From an optimization exercise on the open Yosys and OpenROAD flow, aimed at small area; shortcuts taken in it are not production practice. Function was checked by simulation only, so behaviour that the tests miss may differ from the original. No activity file was given, so power comes from the tool's default toggle rates.

==> flow/config.mk <==
export PLATFORM = sky130hd
export DESIGN_NAME = MIPS_CPU
export DESIGN_NICKNAME = MIPS_CPU
export VERILOG_FILES = /design/flow/design.v
export SDC_FILE = /design/flow/constraint.sdc
export NUM_CORES = 4
export LEC_CHECK = 0
export CAP_MARGIN = 20
export CORE_MARGIN = 2
export CORE_UTILIZATION = 30
export PLACE_DENSITY = 0.5
export SETUP_SLACK_MARGIN = 0.5
export SLEW_MARGIN = 20
==> flow/run.sh <==
#!/bin/bash
# synth_recipe.tcl (not shown) runs the flow's synth.tcl, then flattens the netlist and writes it again
# the make line also repeats each setting of config.mk as NAME=value (left out here)
make -C /OpenROAD-flow-scripts/flow DESIGN_CONFIG=/design/flow/config.mk WORK_HOME=/design/flow/orfs CLKGATE_MAP_FILE= SYNTH_SCRIPT=/design/flow/synth_recipe.tcl finish
==> flow/constraint.sdc <==
create_clock -name core_clock -period 12.0 [get_ports {clk}]
set_input_delay 2.4000 -clock core_clock [delete_from_list [all_inputs] [get_ports {clk}]]
set_output_delay 2.4000 -clock core_clock [all_outputs]
set_load 0.01 [all_outputs]
==> flow/design.v <==
module SignExtension 
 #(parameter input_width  = 16,
             output_width = 32)
 (
   input    wire   [input_width - 1:0]    in,
   output   wire   [output_width - 1:0]    out
  );
localparam sign_bit_location      = input_width  - 1;
localparam sign_bit_replication_count  = output_width - input_width;
assign out = {{sign_bit_replication_count{in[sign_bit_location]}}, in};
endmodule
module Mux21 
#(parameter Data_Width = 32)
(
  input     wire    [Data_Width - 1:0]   A, B,
  input     wire                         sel,
  output    wire    [Data_Width - 1:0]   out
  );
assign out = sel ? B : A;
endmodule
module ALU 
  #(parameter Data_Width = 32)
  (
    input   wire   [Data_Width - 1:0]    operand0, operand1,
    input   wire   [4:0]                 shamt,
    input   wire   [3:0]                 alu_control,
    output  reg    [Data_Width - 1:0]    result,
    output  reg                          overflow, 
    output  wire                         zero
  );
assign zero     = (result == 'b0);
always @(*)
  begin
    overflow = 1'b0;
    result   =  'b0;
    case (alu_control)
      4'b0000: result = operand0 & operand1;
      4'b0001: result = operand0 | operand1;
      4'b0010: result = operand0 ^ operand1;
      4'b0011: result = ~(operand0 | operand1);
      4'b0100: result = operand0 + operand1;
      4'b0101: {overflow,result} = $signed (operand0) + $signed (operand1); 
      4'b0110: result = operand0 - operand1;
      4'b0111: {overflow,result} = $signed (operand0) - $signed (operand1); 
      4'b1000: result = ($signed (operand0) < $signed (operand1));
      4'b1001: result = operand1 << shamt;
      4'b1010: result = operand1 >> shamt;
      4'b1011: result = $signed (operand1) >>> shamt;
      4'b1100: result = operand1 << 16;
      default: result = 'b0;   
    endcase
  end
endmodule
module RegFile 
#(parameter RegFile_Width     = 32,
           AddressBus_width   = 5)
(
  input    wire    [RegFile_Width - 1: 0]    Wdata,
  input    wire    [AddressBus_width - 1:0]  Waddr,
  input    wire                              Wen,
  input    wire    [AddressBus_width - 1:0]  Raddr0, Raddr1,
  input    wire                              clk,
  input    wire                              rst,  
  output   reg     [RegFile_Width - 1: 0]    Rdata0, Rdata1
);
localparam RegFile_Depth = 1 << AddressBus_width;
integer i;
reg   [RegFile_Width - 1:0]  Memory  [0:RegFile_Depth - 1];
always @(*)
  begin
    Rdata0 = Memory[Raddr0];
    Rdata1 = Memory[Raddr1];
  end
always @(posedge clk or posedge rst)
  begin
    if(rst)
      begin
        for (i = 0; i <  RegFile_Depth; i = i + 1)
            begin
              Memory[i] <= 'b0;
            end
      end
   else if (Wen && (Waddr != 'b0)) 
      begin
        Memory[Waddr] <= Wdata;
      end
  end
endmodule
module ProgramCounter (
  input    wire     [3:0]      PC_control,
  input    wire     [31:0]     reg_addr,
  input    wire     [15:0]     branch_offset,
  input    wire     [25:0]     jump_addr,
  input    wire                clk,
  input    wire                rst,
  output   reg      [31:0]     PC
  );
wire    [31:0]     branch_offset_sign_extended;
wire    [31:0]     jump_addr_multiplied_4;
assign jump_addr_multiplied_4 = jump_addr << 2;
SignExtension #(.input_width(16), .output_width(32)) SIGN_Extension (
  .in(branch_offset), .out(branch_offset_sign_extended)
);
always @(posedge clk or posedge rst)
  begin
    if (rst)
      begin
        PC <= 32'b0;
      end
    else
      begin
        case (PC_control)
          4'b0000 : PC <= PC + 32'd4;
          4'b0001 : PC <= {PC[31:28] , jump_addr_multiplied_4[27:0]};
          4'b0010 : PC <= reg_addr;
          4'b0011 : PC <= PC + 32'd4 + (branch_offset_sign_extended << 2);
        endcase
      end
  end
endmodule 
module ControlUnit (
  input    wire   [31:0]    instruction,
  input    wire             alu_zero,
  input    wire             rst,
  output   reg    [3:0]     PC_control,
  output   reg              reg_file_rmux_select,
  output   reg              reg_file_wren,
  output   reg              alu_mux_select,
  output   reg    [4:0]     alu_shamt,
  output   reg    [3:0]     alu_control,
  output   reg    [3:0]     data_mem_wren,
  output   reg              reg_file_dmux_select,
  output   reg              imm_zero_ext
  );
wire   [5:0]     Op_Code;
wire   [5:0]     Function;
localparam R_Type_Instructions = 6'b000000;
localparam ADD                          = 6'b100000;
localparam ADD_UNSIGNED                 = 6'b100001;
localparam SUBTRACT                     = 6'b100010;
localparam SUBTRACT_UNSIGNED            = 6'b100011;
localparam ADD_IMMEDIATE                = 6'b001000;
localparam ADD_IMMEDIATE_UNSIGNED       = 6'b001001;
localparam AND                          = 6'b100100;
localparam AND_IMMEDIATE                = 6'b001100;
localparam OR                           = 6'b100101;
localparam OR_IMMEDIATE                 = 6'b001101;
localparam XOR                          = 6'b100110;
localparam NOR                          = 6'b100111;
localparam SET_ON_LESS_THAN             = 6'b101010;
localparam SET_ON_LESS_THAN_IMMEDIATE   = 6'b001010;
localparam SHIFT_LEFT_LOGICAL           = 6'b000000;
localparam SHIFT_RIGHT_LOGICAL          = 6'b000010;
localparam SHIFT_RIGHT_ARITHMETIC       = 6'b000011;
localparam BRANCH_ON_EQUAL              = 6'b000100;
localparam BRANCH_ON_NOT_EQUAL          = 6'b000101;
localparam JUMP                         = 6'b000010;
localparam JUMP_REGISTER                = 6'b001000;
localparam LOAD_WORD                    = 6'b100011;
localparam LOAD_UPPER_IMMEDIATE         = 6'b001111;
localparam STORE_WORD                   = 6'b101011;
localparam STORE_HALF_WORD              = 6'b101001;
localparam STORE_BYTE                   = 6'b101000;
assign Op_Code   = instruction[31:26];
assign Function  = instruction[5:0];
always @(*)
  begin
    reg_file_rmux_select = 1'b1;
    alu_mux_select       = 1'b0;
    alu_control          = 4'b0;
    alu_shamt            = 4'b0;
    data_mem_wren        = 4'b0;
    reg_file_dmux_select = 1'b0;
    reg_file_wren        = 1'b0;
    PC_control           = 4'b0;
    imm_zero_ext         = 1'b0;
    case (Op_Code)
     R_Type_Instructions : begin
                              reg_file_rmux_select = 1'b1;
                              reg_file_dmux_select = 1'b1;
                              reg_file_wren        = 1'b1;
                              case (Function)
                                (AND)                    : alu_control = 4'b0000;
                                (OR)                     : alu_control = 4'b0001;
                                (XOR)                    : alu_control = 4'b0010;
                                (NOR)                    : alu_control = 4'b0011;
                                (ADD_UNSIGNED)           : alu_control = 4'b0100;
                                (ADD)                    : alu_control = 4'b0101;
                                (SUBTRACT_UNSIGNED)      : alu_control = 4'b0110;
                                (SUBTRACT)               : alu_control = 4'b0111;
                                (SET_ON_LESS_THAN)       : alu_control = 4'b1000;
                                (SHIFT_LEFT_LOGICAL)     : begin
                                                            alu_control = 4'b1001;
                                                            alu_shamt   = instruction[10:6];
                                                           end
                                (SHIFT_RIGHT_LOGICAL)    : begin
                                                            alu_control = 4'b1010;
                                                            alu_shamt   = instruction[10:6];
                                                           end
                                (SHIFT_RIGHT_ARITHMETIC) : begin
                                                            alu_control = 4'b1011;
                                                            alu_shamt   = instruction[10:6];
                                                           end
                                (JUMP_REGISTER)          : begin
                                                            reg_file_wren = 1'b0;
                                                            PC_control    = 4'b0010;
                                                           end
                                default                  : alu_control = 4'b0000;
                              endcase 
                            end
     BRANCH_ON_EQUAL                                : begin
                                                        alu_control = 4'b0110;
                                                        if (alu_zero)
                                                            PC_control  = 4'b0011;
                                                        else
                                                            PC_control  = 4'b0000;
                                                      end
     BRANCH_ON_NOT_EQUAL                            : begin
                                                        alu_control = 4'b0110;
                                                        if (~alu_zero)
                                                            PC_control  = 4'b0011;
                                                        else
                                                            PC_control  = 4'b0000;
                                                      end                                             
     JUMP                                           : begin
                                                        PC_control  = 4'b0001;
                                                      end
     ADD_IMMEDIATE                                  : begin
                                                        alu_control          = 4'b0101;
                                                        reg_file_rmux_select = 1'b0;
                                                        alu_mux_select       = 1'b1;
                                                        reg_file_dmux_select = 1'b1;
                                                        reg_file_wren        = 1'b1;
                                                      end
     ADD_IMMEDIATE_UNSIGNED                         : begin
                                                        alu_control          = 4'b0100;
                                                        reg_file_rmux_select = 1'b0;
                                                        alu_mux_select       = 1'b1;
                                                        reg_file_dmux_select = 1'b1;
                                                        reg_file_wren        = 1'b1;
                                                      end
     AND_IMMEDIATE                                  : begin
                                                        imm_zero_ext         = 1'b1;
                                                        alu_control          = 4'b0000;
                                                        reg_file_rmux_select = 1'b0;
                                                        alu_mux_select       = 1'b1;
                                                        reg_file_dmux_select = 1'b1;
                                                        reg_file_wren        = 1'b1;
                                                      end
     OR_IMMEDIATE                                   : begin
                                                        imm_zero_ext         = 1'b1;
                                                        alu_control          = 4'b0001;
                                                        reg_file_rmux_select = 1'b0;
                                                        alu_mux_select       = 1'b1;
                                                        reg_file_dmux_select = 1'b1;
                                                        reg_file_wren        = 1'b1;
                                                      end                                                                                                  
   SET_ON_LESS_THAN_IMMEDIATE                       : begin
                                                        alu_control          = 4'b1000;
                                                        reg_file_rmux_select = 1'b0;
                                                        alu_mux_select       = 1'b1;
                                                        reg_file_dmux_select = 1'b1;
                                                        reg_file_wren        = 1'b1;
                                                      end                                                                                                  
    LOAD_WORD                                       : begin
                                                        alu_control          = 4'b0100;
                                                        reg_file_rmux_select = 1'b0;
                                                        alu_mux_select       = 1'b1;
                                                        reg_file_dmux_select = 1'b0;
                                                        reg_file_wren        = 1'b1;
                                                      end    
    LOAD_UPPER_IMMEDIATE                            : begin
                                                        alu_control          = 4'b1100;
                                                        reg_file_rmux_select = 1'b0;
                                                        alu_mux_select       = 1'b1;
                                                        reg_file_dmux_select = 1'b1;
                                                        reg_file_wren        = 1'b1;
                                                      end   
    STORE_WORD                                      : begin
                                                        alu_control          = 4'b0100;
                                                        alu_mux_select       = 1'b1;
                                                        reg_file_wren        = 1'b0;
                                                        data_mem_wren        = 4'b1111;
                                                      end
    STORE_HALF_WORD                                 : begin
                                                        alu_control          = 4'b0100;
                                                        alu_mux_select       = 1'b1;
                                                        reg_file_wren        = 1'b0;
                                                        data_mem_wren        = 4'b0011;
                                                      end                                                  
    STORE_BYTE                                      : begin
                                                        alu_control          = 4'b0100;
                                                        alu_mux_select       = 1'b1;
                                                        reg_file_wren        = 1'b0;
                                                        data_mem_wren        = 4'b0001;
                                                      end         
    default                                         : begin
                                                        reg_file_rmux_select = 1'b1;
                                                        alu_mux_select       = 1'b0;
                                                        alu_control          = 4'b0;
                                                        alu_shamt            = instruction[10:6];
                                                        data_mem_wren        = 4'b0;
                                                        reg_file_dmux_select = 1'b0;
                                                        reg_file_wren        = 1'b0;
                                                        PC_control           = 4'b0;
                                                      end                                        
  endcase
end 
endmodule 
module MIPS_CPU (
  input      wire    clk,
  input      wire    rst,
  output     wire    [31:0]    imem_addr,
  input      wire    [31:0]    imem_data,
  output     wire    [31:0]    dmem_addr,
  output     wire    [31:0]    dmem_wdata,
  output     wire    [3:0]     dmem_wen,
  input      wire    [31:0]    dmem_rdata
  );
  wire      [31:0]      pc;
  wire      [31:0]      instruction;
  wire                  alu_zero;
  wire      [3:0]       PC_control;
  wire                  reg_file_rmux_select;
  wire                  reg_file_wren;
  wire                  alu_mux_select;
  wire      [4:0]       alu_shamt;
  wire      [3:0]       alu_control;
  wire      [3:0]       data_mem_wren;
  wire                  reg_file_dmux_select;
  wire      [31:0]      sign_extension_out;
  wire      [4:0]       rmux_out;
  wire      [31:0]      wdata;
  wire      [31:0]      rdata0;
  wire      [31:0]      rdata1;
  wire      [4:0]       mux_out;
  wire      [31:0]      result;
  wire      [31:0]      operand1;
  wire      [31:0]      rdata;
  wire                  overflow;
  wire                  imm_zero_ext;
  wire      [31:0]      imm_ext;
  ProgramCounter PC (
  .PC_control(PC_control),
  .reg_addr(rdata0),
  .branch_offset(instruction[15:0]),
  .jump_addr(instruction[25:0]),
  .clk(clk),
  .rst(rst),
  .PC(pc)
  );
  assign imem_addr   = pc;
  assign instruction = imem_data;
  Mux21 #(.Data_Width(5)) rmux (
  .A(instruction[20:16]), 
  .B(instruction[15:11]),
  .sel(reg_file_rmux_select),
  .out(rmux_out)
  );
  RegFile RF (
  .Wdata(wdata),
  .Waddr(rmux_out),
  .Wen(reg_file_wren),
  .Raddr0(instruction[25:21]),
  .Raddr1(instruction[20:16]),
  .clk(clk),
  .rst(rst),
  .Rdata0(rdata0), 
  .Rdata1(rdata1)
  );
  SignExtension SE (
  .in(instruction[15:0]),
  .out(sign_extension_out)
  );
  Mux21 zmux (
  .A(sign_extension_out),
  .B({16'b0, instruction[15:0]}),
  .sel(imm_zero_ext),
  .out(imm_ext)
  );
  Mux21 mux (
  .A(rdata1), 
  .B(imm_ext),
  .sel(alu_mux_select),
  .out(operand1)
  );
  ALU ALU1 (
  .operand0(rdata0), 
  .operand1(operand1),
  .shamt(alu_shamt),
  .alu_control(alu_control),
  .result(result),
  .overflow(overflow), 
  .zero(alu_zero)
  );
  assign dmem_addr  = result;
  assign dmem_wdata = rdata1;
  assign dmem_wen   = data_mem_wren;
  assign rdata      = dmem_rdata;
  Mux21 dmux (
  .A(rdata), 
  .B(result),
  .sel(reg_file_dmux_select),
  .out(wdata)
  );
  ControlUnit CU (
  .instruction(instruction),
  .alu_zero(alu_zero),
  .rst(rst),
  .PC_control(PC_control),
  .reg_file_rmux_select(reg_file_rmux_select),
  .reg_file_wren(reg_file_wren),
  .alu_mux_select(alu_mux_select),
  .alu_shamt(alu_shamt),
  .alu_control(alu_control),
  .data_mem_wren(data_mem_wren),
  .reg_file_dmux_select(reg_file_dmux_select),
  .imm_zero_ext(imm_zero_ext)
  );
endmodule
==> metrics.cfg <==
[run_status]
status = timing/DRC/antenna clean

[floorplanning]
rows = 174
die_area_mm2 = 0.230
fp.dieH_um = 480
ios = 166
fp.dieW_um = 480
start_util = 0.302
core_mm2 = 0.225

[worst_setup_path]
crit_top_cell = buf_4
critPathMaxFanout = 9
cp-end-kind = output port
timing.rr.end = PC.PC[20]$_DFFE_PP0P_
cpPeakStageDelay_ns = 0.48
crit_type = input pin to output port
reg2regPathDepth = 40
r2r_start = RF.Memory[12][4]$_DFFE_PP0P_
crit_arrival_ns = 9.16
timing.critical_path.slowest_stage_cell = clkdlybuf4s50_1
start_kind = input pin
rrSetupSlack_ns = 2.92
worstPathRequired_ns = 9.60

[sta]
clock_skew_ns = 0.0513
hold_violations = 0
finalCritPeriodShare = 0.963
fmax_mhz = 86.5
maxSlewViolCount = 0
setup_viol = 0
slew_headroom = 0.114
max_slew.worst_pin.slew_ns = 1.31
rsz0062_at_grt = true
fin_crit_ns = 11.56

[finish]
final_core_util = 0.386
layout-drive-gt1-share = 0.212
multi_input_area_mm2 = 0.0394
syn_to_final_growth_pct = 28.0
regArea_mm2 = 0.0264
fin_nets = 9089
fillers = 22700

[yosys]
yosysTopAreaCellShare = 0.389
synthArstFlopShare = 1.00
ys.flop_type = dfrtp_1
synth_common_cells = 1,172 x nand2_1, 1,085 x o21ai_0, 1,056 x dfrtp_1
synth_cell_types = 105
synth.avg_cell_area_um2 = 8.35
synth.most_common_cell = nand2_1
synth_edf_count = 0
ys_ff_latch = 1056
synthCells = 8128
ys_seq_area_frac = 0.389
syn_nets = 8359
synthTopCellsByArea = dfrtp_1 39%, o21ai_0 8.0%, nand2_1 6.5%, clkbuf_1 3.7%, and3_1 3.4%
netlist_area_mm2 = 0.0679
yosys_warnings = 5
synth_top_cell_by_area = dfrtp_1

[min_path]
hold_depth = 0
min_from = RF.Memory[0][6]$_DFFE_PP0P_
worstHoldEndpoint = RF.Memory[0][6]$_DFFE_PP0P_
hp-class = register to register

[drt]
drt_iter0_drc = 12200
dr_total_vias = 78800
drt.antenna.violating_nets = 0
drc = 0
drtPass1Iterations = 10
viasPerCell = 6.58
drt_wl_total_um = 489000
routedWlPerCell_um = 40.9

[grt]
grt_pass1_vias = 73600
grt_util_all_layers = 0.412
antenna_found_initial = 48
grt_pass1_wl_um = 655000
grt_max_degree = 161
overflow = 0

[power]
total_leakage_power_nw = 38.9
power.density_mw_per_mm2 = 147
intPower_mw = 7.94
clkPwrFrac = 0.329
p_sw_frac = 0.377
peakVddDrop_uv = 180
p_seq_frac = 0.351
p_sw_mw = 4.81
p_comb_frac = 0.320
total_power_mw = 12.7

[clocking]
h-tree-depth = 4
clock-sinks = 1056
clk_pin_slew_ns = 0.06
root_buffer = clkbuf_16
cts_made_buffers = 131
clk_path_buf_depth = 3
cts_tree = yes
clock_latency_ns = 0.85

[placed_design]
io_buffers = 165
gp_congestion = 1.06
dp_hpwl_um = 356000

[run]
drv_cap = 0

==> critical path: cells and delay by family <==
family / cells / cell delay, ns
adders and majority gates: 1 / 0.28
buffers and inverters: 12 / 2.59
AOI/OAI and AO/OA: 8 / 1.55
and+or+nand+nor: 10 / 2.24
==> per-layer routing <==
layer	routed length, um	GRT usage	vias to the layer above	part of all wire
met3	57100	0.126	1833	0.12
met2	202000	0.601	6192	0.41
li1	-	-	31800	-
met1	186000	0.516	39000	0.38
met4	43600	0.293	32	0.089
met5	220	0	-	0.00045
==> power by group through the flow <==
stage	Combinational (mW)	Sequential, mW	Clock, mW
global placement	3.86	4.51	0
global route	4.28	4.51	4.34
CTS	3.92	4.45	4.20
detailed placement	3.88	4.51	0
floorplan	1.93	4.32	0
finish	4.07	4.48	4.20
==> cells in the final DEF, fill, tap and decap left out, types with 133 or more instances in the layout <==
cell / count
nand2_1: 1133
buf_4: 1073
nand4_1: 173
a221oi_1: 204
a22oi_1: 295
and3_1: 368
o21ai_0: 1066
clkbuf_16: 133
inv_1: 138
a21oi_1: 311
a22o_1: 177
nor2_1: 308
nand3_1: 325
ha_1: 156
dfrtp_1: 1056
clkdlybuf4s50_1: 153
==> what timing repair did <==
| item | CTS | global route |
|---|---|---|
| resized for setup | 70 | 118 |
| buffers inserted | 26 | 19 |
| endpoints found under the setup margin | 19 | 16 |
| endpoints found under the hold margin | 0 | 0 |
| hold buffers | 0 | 0 |
| pin swaps | 27 | 40 |
==> cell families (layout without fill, tap and decap cells) <==
kind of cell	after synthesis	in the layout	synth area share
flops	1056	1056	0.389
mux	177	177	0.0288
simple gates	2827	2827	0.201
other cells	0	25	0
compound gates	2836	2836	0.277
xor+xnor	146	146	0.0188
fa+ha+maj	165	165	0.0309
buf+inv	921	1752	0.0538
==> area by class of cell <==
type,count,share of cell area
multi-input cells,6151,0.453
flip-flops and latches,1056,0.304
repair buffers,1374,0.142
clock buffers,181,0.0434
well taps,2992,0.0431
clock inverters,53,0.00729
inverters,144,0.00627
diodes,25,0.000720
==> through the flow <==
| step | cell area, um^2 | hold slack (ns) | TNS (ns) | instances | setup WS, ns |
|---|---|---|---|---|---|
| after floorplan | 67900 | 0.452 | -5239.38 | 8128 | -4.96 |
| after global placement | 81100 | 0.394 | -3.91 | 11700 | -0.451 |
| after detailed placement | 81100 | 0.393 | -3.32 | 11700 | -0.434 |
| after CTS | 86100 | 0.408 | 0 | 11900 | 0.425 |
| after global routing | 86800 | 0.428 | 0 | 12000 | 0.387 |
| final | 86900 | 0.408 | 0 | 12000 | 0.441 |
==> registers in the layout (all words and copies together) (netlist names) <==
register / cells
PC.PC: 32
RF.Memory: 1024
==> worst max path at each step <==
| stage | startpoint | end | slack, ns | depth (start not counted) |
|---|---|---|---|---|
| final | imem_data[25] | dmem_addr[31] | 0.44 | 31 |
| after global routing | imem_data[24] | dmem_addr[31] | 0.39 | 31 |
| after CTS | imem_data[24] | dmem_addr[31] | 0.42 | 34 |
| after detailed placement | imem_data[17] | dmem_addr[31] | -0.43 | 28 |
| after global placement | imem_data[20] | dmem_addr[31] | -0.45 | 34 |
| after floorplan | rst | PC.PC[0]$_DFFE_PP0P_ | -4.96 | 1 |

## port drivers added, routing unchanged
How much do the figures lean on ideal ports? The routed layout below was timed once more, with nothing changed but the port constraints. Step 1 assumes that a clkbuf_16 drives the clock port and a buf_2 every other input. Step 2 also shifts input and output timing later by t, the mid clock arrival at the registers, as if the neighbouring blocks saw the same clock. a / b / c = ideal / step 1 / step 2; a / b = the first two.
t (ns): 0.909
setup WS [ns]: 0.441 / 0.399 / 0.268
slew at the worst register clock pin (ns): 0.07 / 0.07
cell pins on the clock port's net: 1
After both steps this run still meets setup and hold. For this run, drivers alone change the setup slack by -0.042 ns; drivers and shift together by -0.173 ns.
